This design comes from an exercise in tuning for small area and a short achievable clock period on the open sky130 flow, not from production work. No run shown here included a check of the RTL's function; only the layout flow was run. Power is estimated from default activity; no workload was simulated.

File: design/flow/run.sh
#!/bin/bash
# synth_recipe.tcl (not shown) runs the flow's synth.tcl, then flattens the netlist and writes it again
# the make line also repeats each setting of config.mk as NAME=value (left out here)
make -C /OpenROAD-flow-scripts/flow DESIGN_CONFIG=/design/flow/config.mk WORK_HOME=/design/flow/orfs CLKGATE_MAP_FILE= SYNTH_SCRIPT=/design/flow/synth_recipe.tcl finish
File: design/flow/config.mk
export PLATFORM = sky130hd
export DESIGN_NAME = BIST
export DESIGN_NICKNAME = BIST
export VERILOG_FILES = /design/flow/design.v
export SDC_FILE = /design/flow/constraint.sdc
export NUM_CORES = 4
export LEC_CHECK = 0
export ABC_CLOCK_PERIOD_IN_PS = 1800
export CAP_MARGIN = 20
export CORE_MARGIN = 2
export CORE_UTILIZATION = 40
export SLEW_MARGIN = 20
File: design/flow/constraint.sdc
create_clock -name core_clock -period 4.2 [get_ports {clk}]
set_input_delay 0.8400 -clock core_clock [delete_from_list [all_inputs] [get_ports {clk}]]
set_output_delay 0.8400 -clock core_clock [all_outputs]
set_load 0.01 [all_outputs]
File: design/flow/design.v
module bist_multiplexer #(
    parameter int ADDR_WIDTH = 6,
    parameter int DATA_WIDTH = 8
) (
    input logic [ADDR_WIDTH-1:0] normal_addr,    
    input logic [DATA_WIDTH-1:0] normal_data,    
    input logic [ADDR_WIDTH-1:0] bist_addr,      
    input logic [DATA_WIDTH-1:0] bist_data,      
    input logic NbarT,                           
    output logic [ADDR_WIDTH-1:0] mem_addr,      
    output logic [DATA_WIDTH-1:0] mem_data       
);
assign mem_addr = (NbarT == 1'b0) ? normal_addr : bist_addr;
assign mem_data = (NbarT == 1'b0) ? normal_data : bist_data;
endmodule
module bist_comparator (
    input logic [7:0] data_t,     
    input logic [7:0] ramout,     
    output logic eq               
);
assign eq = (data_t == ramout);
endmodule
module bist_sram
(
    input logic [5:0] ramaddr,
    input logic [7:0] ramin,
    input logic we, clk,
    output logic [7:0] ramout
);
    logic [511:0] mem;
    logic [7:0] dec_lo, dec_hi;
    logic [7:0] grp [8];
    logic [7:0] rd;
    always_comb begin
        for (int i = 0; i < 8; i++) begin
            dec_lo[i] = (ramaddr[2:0] == i[2:0]);
            dec_hi[i] = (ramaddr[5:3] == i[2:0]);
        end
        for (int j = 0; j < 8; j++) begin
            grp[j] = '0;
            for (int i = 0; i < 8; i++)
                grp[j] = grp[j] | ({8{dec_lo[i]}} & mem[(j*8+i)*8 +: 8]);
        end
        rd = '0;
        for (int j = 0; j < 8; j++)
            rd = rd | ({8{dec_hi[j]}} & grp[j]);
    end
    always_ff @(posedge clk) begin
        for (int w = 0; w < 64; w++)
            if (we && dec_hi[w/8] && dec_lo[w%8])
                mem[w*8 +: 8] <= ramin;
        ramout <= we ? ramin : rd;
    end
endmodule
module bist_controller (
  input clk,
  input reset,
  input start,
  output [7:0] address,
  output reg write_en,
  output [3:0] data_in,
  input [3:0] data_out,
  output reg bist_done,
  output reg bist_result,
  output test_mode
);
  localparam BLANKET_0 = 3'b000, BLANKET_1 = 3'b001, CHECKERBOARD = 3'b010,
             CHECKERBOARD_INV = 3'b011, MARCH_C = 3'b100, MARCH_A = 3'b101;
  reg act, rd, direction, d1, d0;
  reg [2:0] pattern;
  reg [7:0] count;
  reg [5:0] addr;
  assign test_mode = act;
  assign address = {2'b00, addr};
  assign data_in = {d1, d0, d1, d0};
  wire last = &count;
  wire [7:0] count_inc = count + 8'd1;
  always @(posedge clk) begin
    if (reset) begin
      act <= 1'b0;
      rd <= 1'b0;
      pattern <= BLANKET_0;
      count <= 8'd0;
      addr <= 6'd0;
      write_en <= 1'b0;
      d1 <= 1'b0;
      d0 <= 1'b0;
      bist_done <= 1'b0;
      bist_result <= 1'b1;
      direction <= 1'b1;
    end else if (!act) begin
      if (start && !bist_done) begin
        act <= 1'b1;
        rd <= 1'b0;
        count <= 8'd0;
        addr <= 6'd0;
        write_en <= 1'b1;
        d1 <= 1'b0;
        d0 <= 1'b0;
      end
    end else if (!rd) begin
      if (last) begin
        rd <= 1'b1;
        count <= 8'd0;
        addr <= 6'd0;
        write_en <= 1'b0;
      end else begin
        count <= count_inc;
        addr <= direction ? count_inc[5:0] : ~count[5:0];
        if (pattern == CHECKERBOARD) begin
          d1 <= ~count[0];
          d0 <= count[0];
        end else if (pattern == CHECKERBOARD_INV) begin
          d1 <= count[0];
          d0 <= ~count[0];
        end
      end
    end else begin
      if (last) begin
        if (pattern == MARCH_A && !direction) begin
          act <= 1'b0;
          bist_done <= 1'b1;
        end else begin
          rd <= 1'b0;
          count <= 8'd0;
          write_en <= 1'b1;
          addr <= ((pattern == MARCH_C || pattern == MARCH_A) && direction) ? 6'h3f : 6'd0;
          case (pattern)
            BLANKET_0: pattern <= BLANKET_1;
            BLANKET_1: begin
              pattern <= CHECKERBOARD;
              d1 <= 1'b1;
              d0 <= 1'b1;
            end
            CHECKERBOARD: begin
              pattern <= CHECKERBOARD_INV;
              d1 <= 1'b0;
              d0 <= 1'b1;
            end
            CHECKERBOARD_INV: begin
              pattern <= MARCH_C;
              d1 <= 1'b1;
              d0 <= 1'b0;
            end
            MARCH_C: begin
              if (direction) direction <= 1'b0;
              else pattern <= MARCH_A;
              d1 <= 1'b0;
              d0 <= 1'b0;
            end
            MARCH_A: begin
              direction <= 1'b0;
              d1 <= 1'b1;
              d0 <= 1'b1;
            end
            default: ;
          endcase
        end
      end else begin
        if (data_out != data_in) bist_result <= 1'b0;
        if (pattern == MARCH_C) begin
          if (count == 8'd0) begin
            d1 <= 1'b1;
            d0 <= 1'b1;
            write_en <= 1'b1;
          end else if (count == 8'd1) begin
            if (data_out != 4'hF) bist_result <= 1'b0;
            d1 <= 1'b0;
            d0 <= 1'b0;
            write_en <= 1'b1;
          end else if (count == 8'd2) begin
            if (data_out != 4'h0) bist_result <= 1'b0;
            write_en <= 1'b0;
          end
        end else if (pattern == MARCH_A) begin
          if (count == 8'd0) begin
            if (data_out != 4'h0) bist_result <= 1'b0;
            d1 <= 1'b1;
            d0 <= 1'b1;
            write_en <= 1'b1;
          end else if (count == 8'd1) begin
            if (data_out != 4'hF) bist_result <= 1'b0;
            write_en <= 1'b0;
          end
        end
        count <= count_inc;
        addr <= direction ? count_inc[5:0] : ~count[5:0];
      end
    end
  end
endmodule
module BIST #(
  parameter int size = 6,
  parameter int length = 8
) (
  input logic start, rst, clk, rwbarin,
  input logic [size-1:0] address,
  input logic [length-1:0] datain,
  output logic [length-1:0] dataout,
  output logic fail,
  output logic bist_done,
  output logic bist_result
);
  logic NbarT, write_en, we;
  logic [7:0] bist_addr;
  logic [3:0] data_t;
  logic [length-1:0] ramin, ramout;
  logic [size-1:0] ramaddr;
  bist_multiplexer #(
    .ADDR_WIDTH(size),
    .DATA_WIDTH(length)
  ) MUX (
    .normal_addr(address),
    .normal_data(datain),
    .bist_addr(bist_addr[size-1:0]),
    .bist_data({{(length-4){1'b0}}, data_t}),
    .NbarT(NbarT),
    .mem_addr(ramaddr),
    .mem_data(ramin)
  );
  bist_controller CNTRL (
    .clk(clk),
    .reset(rst),
    .start(start),
    .address(bist_addr),
    .write_en(write_en),
    .data_in(data_t),
    .data_out(ramout[3:0]),
    .bist_done(bist_done),
    .bist_result(bist_result),
    .test_mode(NbarT)
  );
  assign we = NbarT ? write_en : ~rwbarin;
  bist_sram MEM (
    .ramaddr(ramaddr),
    .ramin(ramin),
    .we(we),
    .clk(clk),
    .ramout(ramout)
  );
  logic eq;
  bist_comparator CMP (
    .data_t({{(length-4){1'b0}}, data_t}),
    .ramout(ramout),
    .eq(eq)
  );
  always_ff @(posedge clk) begin
    fail <= NbarT & ~write_en & ~eq;
  end
  assign dataout = ramout;
endmodule
==> flow_summary.toml, run 1 <==
[layout]
multi_input_area_sq_mm = 0.004666
final_common_cell = "edfxtp_1"
diodes = 0
post-route-util = 0.4688
fin_area_sq_mm = 0.02449
final_cells = 2158
nFillCells = 4445
mostFrequentLayoutCells = "edfxtp_1, a22oi_1, nor2_1"
final_layout_size_suffix_gt1_frac = 0.1442
register_area_sq_mm = 0.01606
final_nets = 1448
area_growth_pct = 16.53

[die]
core_area_sq_mm = 0.05224
die_area_sq_mm = 0.05439
initial_core_util = 0.4023
core.rowCount = 84
die_w_um = 233.2
boundaryPins = 29
die_h_um = 233.2

[clocking]
cts.path.max_buffers = 3
post_cts_buffers = 0
hold_buffers = 0
cts-root-buf = "clkbuf_16"
numCtsBuffers = 54
cts_tree = "yes"
worstSkewPairLatency_ns = 0.60
htreeDepth = 2
cts_resized = 0
path_clk_slew_ns = 0.06
clock_sinks = 546

[setup_path]
critical-path-max-stage-delay_ns = 0.81
cpMaxStageDelayCell = "dfxtp_2"
cp-start-kind = "register"
r2r_slack_ns = 0.88
crit_family = "buffers and inverters"
criticalPathCategory = "reg -> reg"
crit_arrival_ns = 3.60
cp_num_buf_inv = 4
crit_chain = "buf_4, buf_4, o21a_1, clkinv_1, buf_4"
reg2reg_from = "CNTRL.act$_SDFF_PP0_"
cp.required_ns = 4.49
r2r_cells = 5
crit_fanout = 40
cpMostUsedCell = "buf_4"
end_kind = "register"
reg2reg_to = "MEM.mem[328]$_DFFE_PP_"

[synth]
ys_seq_area_frac = 0.7639
yosys_register_bits = 546
syn_avg_cell_area_sq_um = 16.03
synth_async_sr_flop_share = 0
netlist_area_sq_mm = 0.02102
syn_nets = 1333
synth_edf_count = 512
syn_inst = 1311
yosysWarnings = 4
synthFlopType = "edfxtp_1"
ys_types = 67

[power_and_ir_drop]
internal_power_mw = 9.040
ir_drop_mv = 0.2891
power.density_mw_per_mm2 = 479.5
comb_power_share = 0.080
clkPwrFrac = 0.398
p_leak_nw = 7.738
power_frac_seq = 0.522
netSwitchingFraction = 0.2301
power_mw = 11.74
switchingPower_mw = 2.702

[placed_design]
gp_congestion = 0.8786
port_buffers = 28
placed_area_sq_mm = 0.02277
dp_hpwl_um = 34800
place_inst = 2058

[sta]
finalCritPeriodShare = 0.7896
period_needed_ns = 3.316
fin_tns_setup_ns = 0
drv_slew = 0
max_freq_mhz = 301.5
skew_ns = 0.01086
finalSetupViolCount = 0
hold_viol = 0
rsz0062_at_grt = "false"
tightest_slew_ns = 1.020
max-slew-margin-rel = 0.3181

[detailed_routing]
ant_nets = 0
vias = 12820
route.detailed.drc = 0
dr.pass1.iters = 6
drtIter0Drc = 1426
wl_per_cell_um = 26.36
routed_wl_um = 56880
routed_via_density = 5.941

[hold_path]
worstHoldStart = "CNTRL.bist_result$_SDFFE_PP1P_"
hold_end = "CNTRL.bist_result$_SDFFE_PP1P_"
hold_depth = 1
hold_class = "reg -> reg"

[global_routing]
grt_usage = 0.2108
overflow = 0
grt_pass1_wl_um = 83720
antenna_found_initial = 0
grt_max_degree = 66
grt_pass1_vias = 12410

[job]
drv_cap = 0

[status]
outcome = "complete, no violations"
cells by family after synthesis:
logic type,Yosys count,synth area share
AOI/OAI and AO/OA,379,0.1356
buffers and inverters,86,0.01929
xor gates and xnor gates,7,0.002917
adders and majority gates,4,0.002381
muxes,29,0.01453
and+or+nand+nor,260,0.06138
DFF,546,0.7639
sequential cells by signal (all words and copies together) (netlist names), 3 cells and up:
signal / flops
MEM.ramout: 8
CNTRL.count: 8
MEM.mem: 512
CNTRL.addr: 6
CNTRL.pattern: 3
layout make-up:
type | count | share of cell area
sequential | 546 | 0.6556
inverter | 17 | 0.002606
multi-input combinational | 679 | 0.1905
tap | 688 | 0.03515
timing repair buffer | 128 | 0.04619
clock buffer | 76 | 0.06156
clock inverter | 24 | 0.008328
power groups by stage:
stage	sequential (mW)	clock, mW	combinational, mW
after floorplan	6.22	0	0.489
after global placement	6.24	0	0.920
after detailed placement	6.24	0	0.925
after CTS	6.13	4.74	0.930
after global routing	6.13	4.95	0.992
final	6.13	4.67	0.939
per-stage QoR:
step           setup slack [ns]  hold WS [ns]
6_report                 0.8838        0.4551
5_1_grt                  0.7149        0.4877
2_1_floorplan            0.9165        0.4455
3_5_place_dp             0.4334        0.4467
3_3_place_gp             0.5141        0.4394
4_1_cts                  0.9622        0.4607
layer usage:
layer,track usage,part of all wire,vias to the layer above
li1,-,-,5586
met1,0.2978,0.42,6551
met2,0.3287,0.46,593
met3,0.04309,0.093,91
met4,0.06429,0.023,0
met5,0,0,-
cells in the mapped netlist (4+ instances only):
cell type,number,share of area
nand3_1,20,0.0048
o22a_1,4,0.0017
and2_1,4,0.0012
or3_1,4,0.0012
nand2b_1,5,0.0015
mux2_2,8,0.0043
clkbuf_1,30,0.0054
buf_4,8,0.0029
o32a_1,4,0.0019
buf_1,4,0.00071
and3_1,6,0.0018
a32oi_1,5,0.0021
dfxtp_1,34,0.032
a21oi_1,27,0.0064
a22oi_1,251,0.090
edfxtp_1,512,0.73
buf_2,24,0.0057
a41oi_1,10,0.0042
nand3b_1,4,0.0014
o211ai_1,4,0.0014
ha_1,4,0.0024
inv_1,16,0.0029
xnor2_1,4,0.0017
a21o_1,6,0.0021
o21ai_0,33,0.0079
nand2_1,41,0.0073
nor3_1,4,0.00095
nor2b_1,7,0.0021
mux2i_1,20,0.0095
nor2_1,99,0.018
nand4_1,49,0.015
worst max-delay path by stage:
stage	start	depth (start not counted)	endpoint
2_1_floorplan	CNTRL.act$_SDFF_PP0_	6	MEM.mem[105]$_DFFE_PP_
3_3_place_gp	address[1]	9	MEM.ramout[5]$_DFF_P_
3_5_place_dp	address[1]	9	MEM.ramout[6]$_DFF_P_
4_1_cts	CNTRL.act$_SDFF_PP0_	5	MEM.mem[328]$_DFFE_PP_
5_1_grt	CNTRL.act$_SDFF_PP0_	5	MEM.mem[328]$_DFFE_PP_
6_report	CNTRL.act$_SDFF_PP0_	5	MEM.mem[328]$_DFFE_PP_
==> run 2: changes to the inputs <==
--- a/design/flow/config.mk
+++ b/design/flow/config.mk
@@ -10,3 +10,4 @@
 export CORE_MARGIN = 2
 export CORE_UTILIZATION = 40
+export SETUP_SLACK_MARGIN = 2.0
 export SLEW_MARGIN = 20
==> run 2 against run 1 <==
Wire length rose by 9.3%; synthesized cell count did not move; final cell count rose by 3.5%; clock-buffer cell count fell by 4; worst setup slack improved by 0.78 ns; sequential share of layout area fell by 4.5 points; first-iteration DRC count rose by 12%; largest power group unchanged; register-to-register slack improved by 0.80 ns; highest routed layer is now met5; critical path depth rose by 4; largest cell class unchanged; flip-flop and latch count did not move; fmax rose by 31%; global-route usage rose by 1.8 points.
==> flow_summary.toml, run 2 <==
[status]
outcome = "complete, no violations"

[setup_path]
criticalPathCategory = "in -> reg"
reg2reg_from = "CNTRL.act$_SDFF_PP0_"
reg2reg_to = "MEM.ramout[3]$_DFF_P_"
crit_chain = "buf_2, nand2b_4, o32ai_4, buf_12, a22oi_1, nand4_1, a22oi_2, nand3_1, o31a_1"
crit_family = "compound AO/OA/AOI/OAI gates"
r2r_slack_ns = 1.68
cp-start-kind = "input pin"
crit_fanout = 26
cp.required_ns = 4.70
crit_arrival_ns = 3.04
end_kind = "register"
cp_num_buf_inv = 2
r2r_cells = 9
cpMaxStageDelayCell = "nand4_1"
critical-path-max-stage-delay_ns = 0.32

[die]
core_area_sq_mm = 0.05224
die_w_um = 233.2
boundaryPins = 29
initial_core_util = 0.4023
die_h_um = 233.2
die_area_sq_mm = 0.05439
core.rowCount = 84

[job]
drv_cap = 0

[layout]
multi_input_area_sq_mm = 0.005384
final_cells = 2233
final_layout_size_suffix_gt1_frac = 0.2686
mostFrequentLayoutCells = "edfxtp_1, a22oi_1, buf_4"
diodes = 0
final_common_cell = "edfxtp_1"
largest_register = "MEM.mem"
nFillCells = 4168
final_nets = 1520
area_growth_pct = 25.32
register_area_sq_mm = 0.01608
largest_reg_flops = 512
top_regs = "MEM.mem (512), CNTRL.count (8), MEM.ramout (8)"

[synth]
syn_inst = 1311
netlist.top_cell.by_area = "edfxtp_1"
netlist_area_sq_mm = 0.02102
synth.area.top_cells = "edfxtp_1, a22oi_1, dfxtp_1"
synth_top_area_share = 0.7316
synthFlopType = "edfxtp_1"
synth_common_cells = "edfxtp_1, a22oi_1, nor2_1"
synth_async_sr_flop_share = 0
synth_edf_count = 512
synth_most_common_cell = "edfxtp_1"
yosys_register_bits = 546
ys_seq_area_frac = 0.7639
yosysWarnings = 4
ys_types = 67
syn_nets = 1333
syn_avg_cell_area_sq_um = 16.03

[power_and_ir_drop]
power_frac_seq = 0.500
p_leak_nw = 8.448
switchingPower_mw = 2.887
netSwitchingFraction = 0.2359
comb_power_share = 0.099
clkPwrFrac = 0.401
ir_drop_mv = 0.2861
internal_power_mw = 9.351
power.density_mw_per_mm2 = 464.6

[detailed_routing]
routed_via_density = 6.020
ant_nets = 0
drtIter0Drc = 1597
vias = 13440
route.detailed.drc = 0
dr.pass1.iters = 9
routed_wl_um = 62180
wl_per_cell_um = 27.85

[sta]
skew_ns = 0.01659
drv_slew = 0
tightest_slew_ns = 1.079
finalSetupViolCount = 0
fin_tns_setup_ns = 0
hold_viol = 0
max-slew-margin-rel = 0.2795
max_freq_mhz = 394.9
rsz0062_at_grt = "true"
finalCritPeriodShare = 0.6029
period_needed_ns = 2.532

[placed_design]
dp_hpwl_um = 35120
port_buffers = 28
place_inst = 2063
gp_congestion = 0.8703

[global_routing]
grt_usage = 0.2292
overflow = 0
grt_max_degree = 66
grt_pass1_vias = 13090
grt_pass1_wl_um = 89580
antenna_found_initial = 2

[clocking]
cts_tree = "yes"
hold_buffers = 0
path_clk_slew_ns = 0.07
numCtsBuffers = 55
worstSkewPairLatency_ns = 0.62
htreeDepth = 2
cts.path.max_buffers = 3
cts-root-buf = "clkbuf_16"
clock_sinks = 546

[hold_path]
hold_end = "CNTRL.bist_result$_SDFFE_PP1P_"
worstHoldStart = "CNTRL.bist_result$_SDFFE_PP1P_"
hold_class = "reg -> reg"
hold_depth = 1
[run 2: cell families after synthesis]
group / share of synthesized area
compound gates: 0.1356
flops: 0.7639
xor+xnor: 0.002917
mux: 0.01453
buf+inv: 0.01929
simple gates: 0.06138
fa+ha+maj: 0.002381
[run 2: cell type report]
type                       count  share of cell area
clock buffer                  72             0.05629
timing repair inverter         1           0.0001900
multi-input combinational    680              0.2044
timing repair buffer         197             0.08123
tap                          688             0.03268
inverter                      17            0.002708
clock inverter                32             0.01188
sequential                   546              0.6106
[run 2: through the flow]
stage                     setup WS, ns  hold slack, ns  power, mW  utilization  instance area (sq um)
final                            1.668          0.4499      12.24       0.5042                  26340
after global routing             1.656          0.4645      12.56       0.5042                  26340
after CTS                        1.777          0.4494      12.24       0.4994                  26090
after detailed placement        0.3919          0.4385      7.167       0.4391                  22940
after global placement          0.4623          0.4353      7.157       0.4391                  22940
after floorplan                  1.664          0.4455      6.720            -                  21140
[run 2: worst max path at each step]
stage,start,to,slack (ns),cells past startpoint
global route,CNTRL.act$_SDFF_PP0_,MEM.ramout[5]$_DFF_P_,1.66,10
detailed placement,address[1],MEM.ramout[2]$_DFF_P_,0.39,10
global placement,address[1],MEM.ramout[2]$_DFF_P_,0.46,10
finish,address[1],MEM.ramout[3]$_DFF_P_,1.67,9
CTS,CNTRL.act$_SDFF_PP0_,MEM.ramout[1]$_DFF_P_,1.78,10
floorplan,CNTRL.act$_SDFF_PP0_,MEM.mem[100]$_DFFE_PP_,1.66,6
[run 2: power by group through the flow]
stage                     clock network (mW)  logic (mW)  registers (mW)
after floorplan                            0       0.504            6.22
after global placement                     0       0.923            6.23
after detailed placement                   0       0.934            6.23
after CTS                               4.96        1.16            6.12
after global routing                    5.18        1.26            6.12
final                                   4.91        1.21            6.12
[run 2: worst reg2reg max path: cells and delay by family (launching register included)]
kind / cells / cell delay, ns
simple gates: 3 / 0.61
buf+inv: 2 / 0.38
flops: 1 / 0.42
compound gates: 4 / 1.02
[run 2: routing by layer]
layer / vias to the layer above / wire (um) / global-route usage
li1: 5751 / - / -
met3: 146 / 6588 / 0.07019
met1: 6790 / 24860 / 0.3087
met2: 754 / 28360 / 0.3493
met5: - / 13 / 0
met4: 2 / 2357 / 0.08639
[run 2: timing repair]
action                                 4_1_cts  5_1_grt
setup endpoints to repair                  798      405
cloned                                      14        0
buffers inserted                            45        7
pin swaps                                   47       26
gates resized for setup                    183       41
endpoints found under the hold margin        0        0
==> run 3: changes to the inputs <==
--- a/design/flow/design.v
+++ b/design/flow/design.v
@@ -29,11 +29,12 @@
 );
     logic [511:0] mem;
-    logic [7:0] dec_lo, dec_hi;
+    logic [7:0] dec_lo, dec_hi, keep;
     logic [7:0] grp [8];
-    logic [7:0] rd;
+    logic [7:0] h0_n, h1_n, h0, h1;
     always_comb begin
         for (int i = 0; i < 8; i++) begin
             dec_lo[i] = (ramaddr[2:0] == i[2:0]);
             dec_hi[i] = (ramaddr[5:3] == i[2:0]);
+            keep[i] = dec_hi[i] & ~we;
         end
         for (int j = 0; j < 8; j++) begin
@@ -42,7 +43,10 @@
                 grp[j] = grp[j] | ({8{dec_lo[i]}} & mem[(j*8+i)*8 +: 8]);
         end
-        rd = '0;
-        for (int j = 0; j < 8; j++)
-            rd = rd | ({8{dec_hi[j]}} & grp[j]);
+        h0_n = {8{we}} & ramin;
+        h1_n = '0;
+        for (int j = 0; j < 4; j++) begin
+            h0_n = h0_n | ({8{keep[j]}} & grp[j]);
+            h1_n = h1_n | ({8{keep[j+4]}} & grp[j+4]);
+        end
     end
     always_ff @(posedge clk) begin
@@ -50,6 +54,8 @@
             if (we && dec_hi[w/8] && dec_lo[w%8])
                 mem[w*8 +: 8] <= ramin;
-        ramout <= we ? ramin : rd;
+        h0 <= h0_n;
+        h1 <= h1_n;
     end
+    assign ramout = h0 | h1;
 endmodule
 module bist_controller (
==> run 3 against run 2 <==
Final area is 13% higher; die area up 7.5%; largest power group unchanged; global-route usage increased by 2.4 points; sequential power about the same; critical path type unchanged; worst setup slack gained 0.063 ns; clock power up 6.9%; flip-flop and latch count rose by 8; final cell count rose by 18%; critical path depth decreased by 1; wire length is 24% higher; worst hold slack better by 0.053 ns.
==> flow_summary.toml, run 3 <==
[status]
outcome = "complete, no violations"

[clocking]
cts-root-buf = "clkbuf_16"
htreeDepth = 2
cts_tree = "yes"
path_clk_slew_ns = 0.06
cts.path.max_buffers = 3
clock_sinks = 554
numCtsBuffers = 58
worstSkewPairLatency_ns = 0.63

[die]
die_w_um = 241.9
die_h_um = 241.9
initial_core_util = 0.4029
die_area_sq_mm = 0.05849
core_area_sq_mm = 0.05617
boundaryPins = 29
core.rowCount = 87

[setup_path]
cpMaxStageDelayCell = "clkdlybuf4s15_2"
crit_arrival_ns = 2.95
cp-start-kind = "input pin"
cp.required_ns = 4.68
crit_chain = "clkdlybuf4s15_2, mux2_8, buf_4, mux2_2, a221oi_2, a21oi_1, o21ai_2, nand4_1"
crit_fanout = 11
critical-path-max-stage-delay_ns = 0.36
end_kind = "register"
criticalPathCategory = "in -> reg"

[detailed_routing]
dr.pass1.iters = 8
ant_nets = 0
routed_wl_um = 77190
route.detailed.drc = 0
vias = 16230
routed_via_density = 6.170
drtIter0Drc = 2198
wl_per_cell_um = 29.34

[layout]
final_cells = 2631
multi_input_area_sq_mm = 0.007206
final_common_cell = "edfxtp_1"
nFillCells = 4480
register_area_sq_mm = 0.01625
largest_reg_flops = 512
final_nets = 1848
mostFrequentLayoutCells = "edfxtp_1, nand2_1, buf_4"
final_layout_size_suffix_gt1_frac = 0.3061
area_growth_pct = 31.63
largest_register = "MEM.mem"
diodes = 0

[synth]
synth_edf_count = 512
yosys_register_bits = 554
synth_async_sr_flop_share = 0
synthAdderAreaFrac = 0.002212
syn_nets = 1617
syn_avg_cell_area_sq_um = 14.19
synth.area.top_cells = "edfxtp_1, dfxtp_1, nand2_1"
synth_most_common_cell = "edfxtp_1"
synthFlopType = "edfxtp_1"
yosysWarnings = 4
synth-xor-area-share = 0.001161
ys_seq_area_frac = 0.7165
synthMuxAreaShare = 0.03997
synth_compound_area_frac = 0.1254
synth_top_area_share = 0.6794
netlist.top_cell.by_area = "edfxtp_1"
synth_top_family_by_area = "compound AO/OA/AOI/OAI gates"
synth_common_cells = "edfxtp_1, nand2_1, nor2_1"
ys_types = 79
synth-simple-area-share = 0.09084
netlist_area_sq_mm = 0.02263
syn_inst = 1595

[sta]
max_freq_mhz = 405.0
finalSetupViolCount = 0
finalCritPeriodShare = 0.5878
tightest_slew_ns = 0.9685
hold_viol = 0
skew_ns = 0.01371
rsz0062_at_grt = "true"
drv_slew = 0
fin_tns_setup_ns = 0
max-slew-margin-rel = 0.3523
hold_ws_ns = 0.5029
period_needed_ns = 2.469

[global_routing]
overflow = 0
grt_pass1_wl_um = 108400
grt_usage = 0.2537
grt_pass1_vias = 15220
antenna_found_initial = 1
grt_max_degree = 66

[job]
drv_cap = 0

[placed_design]
place_inst = 2366
gp_congestion = 0.9226
port_buffers = 28
dp_hpwl_um = 43530

[hold_path]
hold_class = "reg -> reg"

[power_and_ir_drop]
ir_drop_mv = 0.3616
p_leak_nw = 9.978
power.density_mw_per_mm2 = 435.2
power_mw = 12.96
[run 3: layer usage]
metal / part of all wire / global-route usage
met3: 0.12 / 0.05560
met1: 0.39 / 0.3495
met5: 0 / 0
met4: 0.052 / 0.1189
met2: 0.44 / 0.3842
[run 3: cell type report]
| type | count | area share |
|---|---|---|
| clock buffer | 80 | 0.05389 |
| clock inverter | 29 | 0.01100 |
| inverter | 21 | 0.002814 |
| multi-input combinational | 931 | 0.2419 |
| sequential | 554 | 0.5455 |
| tap | 756 | 0.03175 |
| timing repair buffer | 260 | 0.1131 |
[run 3: worst paths after layout]
path / startpoint / end / slack (ns) / depth (start not counted)
worst max-delay path: address[2] / MEM.h0[7]$_DFF_P_ / 1.73 / 8
worst min-delay path: CNTRL.bist_result$_SDFFE_PP1P_ / CNTRL.bist_result$_SDFFE_PP1P_ / 0.50 / 2
worst max register to register: CNTRL.act$_SDFF_PP0_ / MEM.h0[2]$_DFF_P_ / 1.77 / 10
worst min register to register: CNTRL.bist_result$_SDFFE_PP1P_ / CNTRL.bist_result$_SDFFE_PP1P_ / 0.50 / 2
[run 3: timing repair]
item,in CTS,in global routing
pin swaps,89,64
buffers inserted,91,54
gates cloned,9,2
hold buffers,0,0
endpoints found under the setup margin,815,480
gates resized for setup,247,31
[run 3: critical path: cells and delay by family]
kind,cells,cell delay (ns)
mux,2,0.72
compound gates,3,0.61
buf+inv,2,0.59
simple gates,1,0.17
[run 3: kinds of logic after synthesis]
group                      count (synthesis)
adders and majority gates                  4
DFF                                      554
AOI/OAI and AO/OA                        388
xor gates and xnor gates                   3
muxes                                     79
buffers and inverters                    112
and+or+nand+nor                          455
[run 3: power by group]
part           internal [mW]  switching (mW)
clock network           3.09            2.15
logic                  0.591           0.974
registers               6.11          0.0370
total                   9.80            3.16
[run 3: through the flow]
stage | area [sq um] | util | worst slack (ns)
6_report | 29790 | 0.5303 | 1.731
5_1_grt | 29790 | 0.5303 | 1.705
4_1_cts | 28740 | 0.5117 | 1.810
3_5_place_dp | 24720 | 0.4401 | 0.3867
3_3_place_gp | 24720 | 0.4401 | 0.3984
2_1_floorplan | 23330 | - | 1.776
==> run 4: changes to the inputs <==
--- a/design/flow/config.mk
+++ b/design/flow/config.mk
@@ -9,5 +9,6 @@
 export CAP_MARGIN = 20
 export CORE_MARGIN = 2
-export CORE_UTILIZATION = 40
+export CORE_UTILIZATION = 55
+export CTS_BUF_LIST = sky130_fd_sc_hd__clkbuf_4 sky130_fd_sc_hd__clkbuf_8
 export SETUP_SLACK_MARGIN = 2.0
 export SLEW_MARGIN = 20
==> run 4 against run 3 <==
Power decreased by 3.8%; first-iteration DRC count increased by 3.8%; combinational power about the same; fmax decreased by 2.6%; clock skew increased by 0.025 ns; synthesized area unchanged; non-clock buffer count increased by 23; sequential power about the same; final area decreased by 0.42%; critical path depth unchanged; critical endpoint is now MEM.h1[5]$_DFF_P_; largest power group unchanged; highest routed layer unchanged.
==> flow_summary.toml, run 4 <==
[layout]
mostFrequentLayoutCells = "edfxtp_1, nand2_1, buf_4"
final_nets = 1900
largest_register = "MEM.mem"
final_layout_size_suffix_gt1_frac = 0.3431
final_cells = 2480
nFillCells = 2674
final_common_cell = "edfxtp_1"
area_growth_pct = 31.07
largest_reg_flops = 512
post-route-util = 0.7281
register_area_sq_mm = 0.01625
multi_input_area_sq_mm = 0.007236

[clocking]
cts-root-buf = "clkbuf_8"
cts_tree = "yes"
numCtsBuffers = 88
cts.path.max_buffers = 3
path_clk_slew_ns = 0.06
worstSkewPairLatency_ns = 0.70
htreeDepth = 3
clock_sinks = 554

[hold_path]
hold_end = "CNTRL.bist_result$_SDFFE_PP1P_"
hold_class = "reg -> reg"
worstHoldStart = "CNTRL.bist_result$_SDFFE_PP1P_"
hold_depth = 2

[detailed_routing]
wl_met3_um = 9096
routed_wl_um = 75620
dr_wl_met2_um = 33560
drtIter0Drc = 2281
wl_per_cell_um = 30.49
ant_nets = 0
dr.pass1.iters = 6
route.detailed.drc = 0
vias = 16390
wl_met1_um = 29310
highest_layer = "met4"
routed_via_density = 6.609

[global_routing]
grt_pass1_wl_um = 106200
overflow = 0
antenna_found_initial = 1
grt_usage = 0.3532
grt_max_degree = 66
grt_pass1_vias = 15600

[synth]
synth.area.top_cells = "edfxtp_1, dfxtp_1, nand2_1"
synth_top_area_share = 0.6794
synthFlopType = "edfxtp_1"
ys_types = 79
synth_most_common_cell = "edfxtp_1"
netlist.top_cell.by_area = "edfxtp_1"
synth_async_sr_flop_share = 0
yosysWarnings = 4
synth_edf_count = 512
syn_inst = 1595
synth_common_cells = "edfxtp_1, nand2_1, nor2_1"
syn_avg_cell_area_sq_um = 14.19
syn_nets = 1617
netlist_area_sq_mm = 0.02263
yosys_register_bits = 554
ys_seq_area_frac = 0.7165

[placed_design]
gp_congestion = 0.8992
dp_hpwl_um = 43920
place_inst = 2146
port_buffers = 28

[die]
core_area_sq_mm = 0.04074
core.rowCount = 74
boundaryPins = 29
die_h_um = 206.8
die_w_um = 206.8
die_area_sq_mm = 0.04278
initial_core_util = 0.5555

[status]
outcome = "complete, no violations"

[sta]
max-slew-margin-rel = 0.3327
drv_slew = 0
hold_viol = 0
max_freq_mhz = 394.3
finalCritPeriodShare = 0.6038
tightest_slew_ns = 0.9972
finalSetupViolCount = 0
rsz0062_at_grt = "true"
skew_ns = 0.03896
hold_ws_ns = 0.4892
period_needed_ns = 2.536
fin_tns_setup_ns = 0

[setup_path]
cp.required_ns = 4.83
crit_fanout = 10
r2r_cells = 8
crit_arrival_ns = 3.17
r2r_slack_ns = 1.74
cp-start-kind = "input pin"
reg2reg_from = "CNTRL.act$_SDFF_PP0_"
reg2reg_to = "MEM.h1[5]$_DFF_P_"
criticalPathCategory = "in -> reg"
end_kind = "register"

[power_and_ir_drop]
netSwitchingFraction = 0.2540
power_frac_seq = 0.494
p_leak_nw = 10.14
switchingPower_mw = 3.168
internal_power_mw = 9.303
power_mw = 12.47
clkPwrFrac = 0.380
power.density_mw_per_mm2 = 420.5
comb_power_share = 0.126
ir_drop_mv = 0.3415

[job]
drv_cap = 0
==> run 4: critical path, stage by stage <==
cell and delay, ns:
clkdlybuf4s15_1 0.34, buf_6 0.25, o32ai_2 0.62, buf_4 0.33, a22oi_1 0.12, o211ai_1 0.39
a22oi_2 0.14, nand3_1 0.12
==> run 4: how the worst max path moves through the flow <==
stage,from,endpoint,cells after the start
after global placement,address[2],MEM.h1[2]$_DFF_P_,7
after CTS,CNTRL.act$_SDFF_PP0_,MEM.h1[5]$_DFF_P_,9
after detailed placement,address[2],MEM.h1[2]$_DFF_P_,7
after global routing,CNTRL.act$_SDFF_PP0_,MEM.h1[5]$_DFF_P_,8
after floorplan,CNTRL.act$_SDFF_PP0_,MEM.mem[100]$_DFFE_PP_,6
final,address[0],MEM.h1[5]$_DFF_P_,8
==> run 4: through the flow <==
stage	instance area, sq um	worst slack [ns]
2_1_floorplan	23330	1.776
3_3_place_gp	24510	0.04919
3_5_place_dp	24510	0.1335
4_1_cts	28610	1.793
5_1_grt	29660	1.716
6_report	29660	1.664
==> run 4: logic make-up (layout without fill, tap and decap cells) <==
family | after synthesis | after routing | share of synthesized area
flops | 554 | 554 | 0.7165
simple gates | 455 | 456 | 0.09084
compound gates | 388 | 388 | 0.1254
buf+inv | 112 | 463 | 0.02388
mux | 79 | 79 | 0.03997
fa+ha+maj | 4 | 4 | 0.002212
xor+xnor | 3 | 3 | 0.001161
other cells | 0 | 1 | 0
==> run 4: layer usage <==
metal,track usage,vias to the layer above
met5,0,-
met4,0.1626,0
met3,0.1039,230
met2,0.5199,1088
met1,0.4882,8191
li1,-,6882
==> run 4: power groups by stage <==
stage	Combinational (mW)	Sequential, mW	Clock (mW)
floorplan	0.670	6.24	0
global placement	1.13	6.28	0
detailed placement	1.14	6.28	0
CTS	1.43	6.15	4.77
global route	1.63	6.15	5.00
finish	1.57	6.16	4.74
==> run 4: final cells by class <==
class | instances | area share
antenna | 1 | 0.00008436
timing repair buffer | 283 | 0.1220
multi-input combinational | 930 | 0.2439
clock buffer | 127 | 0.05197
clock inverter | 32 | 0.008689
inverter | 21 | 0.002868
tap | 532 | 0.02244
sequential | 554 | 0.5480
==> run 4: timing repair <==
action	4_1_cts	5_1_grt
gates resized for setup	234	58
buffers inserted	100	59
hold buffers	0	0
pin swaps	84	71
setup endpoints to repair	864	566
cloned	11	4

[re-timing with driven ports]
How much do the figures lean on ideal ports? The routed layouts below were timed once more, with nothing changed but the port constraints. Step 1: set_driving_cell puts a clkbuf_16 on clk and a buf_2 on each other input, an assumption about the parent block. Step 2 also shifts input and output timing later by t, the mid clock arrival at the registers, as if the neighbouring blocks saw the same clock. a / b / c = ideal ports / drivers / drivers and shift; a / b = the first two.
run	shift t [ns]	setup WS [ns]	worst slew at a driven data input, ns
run 1	0.657	0.884 / 0.884 / 0.428	0.05
run 2	0.667	1.668 / 1.680 / 1.034	0.04
run 3	0.675	1.731 / 1.723 / 1.049	0.06
run 4	0.738	1.664 / 1.692 / 0.954	0.04
After both steps every run listed still meets setup and hold. For run 4, which loses most, drivers alone change the setup slack by +0.028 ns; drivers and shift together by -0.710 ns.
